Context: an optimization exercise on an open-source flow, tuned for small area, a short achievable clock period and few clock cycles per item. The choices shown serve that exercise and are no tape-out recipe. Function was checked by simulation only, so behaviour that the tests miss may differ from the original. No activity file was given, so power comes from the tool's default toggle rates.

== JK ==
## product_gen
module product_gen
#(
parameter WORD_SIZE=29
)
(
  input wire clk,
  output wire[2*WORD_SIZE-1:0] sum1,
  input wire[WORD_SIZE-1:0] min,
  input wire[WORD_SIZE-1:0] q
);
Size in the first run: roughly 120 flip-flops, ~120 I/O pins, about 0.022 mm² of cells after synthesis.
==> flow/config.mk <==
export PLATFORM = sky130hd
export DESIGN_NAME = product_gen
export DESIGN_NICKNAME = product_gen
export VERILOG_FILES = /design/flow/design.v
export SDC_FILE = /design/flow/constraint.sdc
export NUM_CORES = 4
export LEC_CHECK = 0
export CAP_MARGIN = 20
export CORE_MARGIN = 2
export CORE_UTILIZATION = 60
export SETUP_SLACK_MARGIN = 0.3
export SLEW_MARGIN = 20
export SYNTH_HIERARCHICAL = 1
export SYNTH_MINIMUM_KEEP_SIZE = 0
==> flow/constraint.sdc <==
create_clock -name core_clock -period 5.0 [get_ports {clk}]
set_input_delay 1.0000 -clock core_clock [delete_from_list [all_inputs] [get_ports {clk}]]
set_output_delay 1.0000 -clock core_clock [all_outputs]
set_load 0.01 [all_outputs]
standard.sh (not shown) runs the stock make flow with config.mk's settings and CLKGATE_MAP_FILE= SYNTH_SCRIPT=/design/flow/synth_recipe.tcl, a recipe that flattens the netlist after the stock synthesis.
==> flow/flow/run.sh <==
#!/bin/bash
set -uo pipefail
export BUFFER_PORTS_ARGS="-buffer_cell sky130_fd_sc_hd__buf_4"
bash standard.sh > standard.log 2>&1
JK: PASS, flow complete, no timing, DRC or antenna violations
Testbench counts of JK, summed over its fixed seeds: cycles 512, items 512.
What MS does differently from JK at the input level:
==> flow/flow/run.sh <==
#!/bin/bash
set -uo pipefail
export BUFFER_PORTS_ARGS="-buffer_cell sky130_fd_sc_hd__buf_2"
bash standard.sh > standard.log 2>&1
[summary]
Net switching share of the total power ended up 1.3 points higher on MS than on JK. Diff MS..JK | global-route usage | negligible. Cell area after placement: MS < JK. Wire length shrinks slightly when moving from JK to MS. [diff] worst slack on hold paths, MS relative to JK: improvement.

========
Starting RTL as in the previous note.
clock: 5.0 ns
lec_check: 0
cap_margin: 20
core_margin: 2
core_utilization: 60
setup_slack_margin: 0.7
slew_margin: 20
synth_hierarchical: 1
synth_minimum_keep_size: 0
==> flow/flow/run.sh <==
#!/bin/bash
set -uo pipefail
export BUFFER_PORTS_ARGS="-buffer_cell sky130_fd_sc_hd__buf_4"
bash standard.sh > standard.log 2>&1
Testbench counts at the start, summed over its fixed seeds: cycles 512, items 512.
Edit:
Settings changed: CORE_UTILIZATION 60 to 50, SETUP_SLACK_MARGIN 0.7 to 0.3.
What happened: The changed run completed with no timing, DRC or antenna violations; routed wire length went down by 1.9%; setup slack loses 0.18 ns; die area rises by 20%; sequential power fell by about 3%.
Edit:
Settings changed: CORE_UTILIZATION 50 to 60, SETUP_SLACK_MARGIN 0.3 to not set.
Die area went down by 16%.
Global-route usage rose by 5.4 points.
Non-clock buffer count came out lower by 41.
Area after synthesis stays the same.
Synthesized cell count is unchanged.
Routed wire length fell by about 1.2%.
Setup slack loses 0.053 ns.
Cell area fell by about 2.3%.
Edit:
==> flow/run.sh (new file) <==
#!/bin/bash
# synth_recipe.tcl (not shown) runs the flow's synth.tcl, then flattens the netlist and writes it again
# the make line also repeats each setting of config.mk as NAME=value (left out here)
make -C /OpenROAD-flow-scripts/flow DESIGN_CONFIG=/design/flow/config.mk WORK_HOME=/design/flow/orfs CLKGATE_MAP_FILE= SYNTH_SCRIPT=/design/flow/synth_recipe.tcl finish
Settings changed: CORE_UTILIZATION 60 to 55, SETUP_SLACK_MARGIN set to 1.0.
removed: flow/flow/run.sh
removed: flow/standard.sh
Result: Non-clock buffer count went up by 285. Worst hold slack gains 0.26 ns. Die area increases by 8.9%. Combinational power rose by about 30%. Wire length rose by 32%. Via count rises by 14%. Synthesized cell count does not change. Synthesized area stays the same.

========
product_gen again, from the RTL that the note above started with.
clock: 5.0 ns
lec_check: 0
cap_margin: 20
core_margin: 2
core_utilization: 60
setup_slack_margin: 0.5
slew_margin: 20
synth_hierarchical: 1
synth_minimum_keep_size: 0
==> flow/flow/run.sh <==
#!/bin/bash
set -uo pipefail
export BUFFER_PORTS_ARGS="-buffer_cell sky130_fd_sc_hd__buf_4"
bash standard.sh > standard.log 2>&1
The baseline went through all stages and came out clean.
Testbench counts at the start, summed over its fixed seeds: cycles 512, items 512.
Change:
==> flow/run.sh (new file) <==
#!/bin/bash
# synth_recipe.tcl (not shown) runs the flow's synth.tcl, then flattens the netlist and writes it again
# the make line also repeats each setting of config.mk as NAME=value (left out here)
make -C /OpenROAD-flow-scripts/flow DESIGN_CONFIG=/design/flow/config.mk WORK_HOME=/design/flow/orfs CLKGATE_MAP_FILE= SYNTH_SCRIPT=/design/flow/synth_recipe.tcl finish
removed: flow/flow/run.sh
removed: flow/standard.sh
Effect: Global-route usage grows by 0.77 points; cell count grows by 5.4%; wire length grows by about 3.4%; synthesized area does not change; power grows by about 4%; via count grows by 3.7%; worst setup slack improved by 0.019 ns; clock power is about the same; sequential share of layout area shrinks by 0.81 points.

afterwards: timing with drivers on the ports:
The flow's constraints put no driver on any port. The routed layouts listed below were extracted and timed again, unchanged, in two steps. Step 1 (the two cells are an assumption about what drives the block):
set clk [get_ports {clk}]
set_driving_cell -lib_cell sky130_fd_sc_hd__clkbuf_16 $clk
set_driving_cell -lib_cell sky130_fd_sc_hd__buf_2 [delete_from_list [all_inputs] $clk]
Step 2 also shifts input and output timing later by t, the mid clock arrival at the registers, as if the neighbouring blocks saw the same clock. a / b / c = no drivers / after step 1 / after step 2; a / b = the first two.
| run | t, ns | setup WS [ns] | worst setup path at the end |
|---|---|---|---|
| JK | 0.507 | 0.459 / 0.404 / 0.000 | input to register |
| MS | 0.512 | 0.444 / 0.387 / -0.026 | input to register |
| the first run of note 2 | 0.514 | 0.643 / 0.586 / 0.239 | input to register |
| the second run of note 2 | 0.544 | 0.465 / 0.405 / 0.065 | input to register |
| the third run of note 2 | 0.504 | 0.412 / 0.355 / 0.087 | input to register |
| the fourth run of note 2 | 0.530 | 0.604 / 0.542 / 0.238 | input to register |
| the first run of note 3 | 0.514 | 0.510 / 0.491 / 0.033 | input to register |
| the second run of note 3 | 0.510 | 0.530 / 0.499 / 0.056 | input to register |
Met with ideal ports but missed after step 2: setup timing in MS. The setup slack of the first run of note 3, which loses most, moves by -0.019 ns with the drivers and by -0.477 ns with both steps.
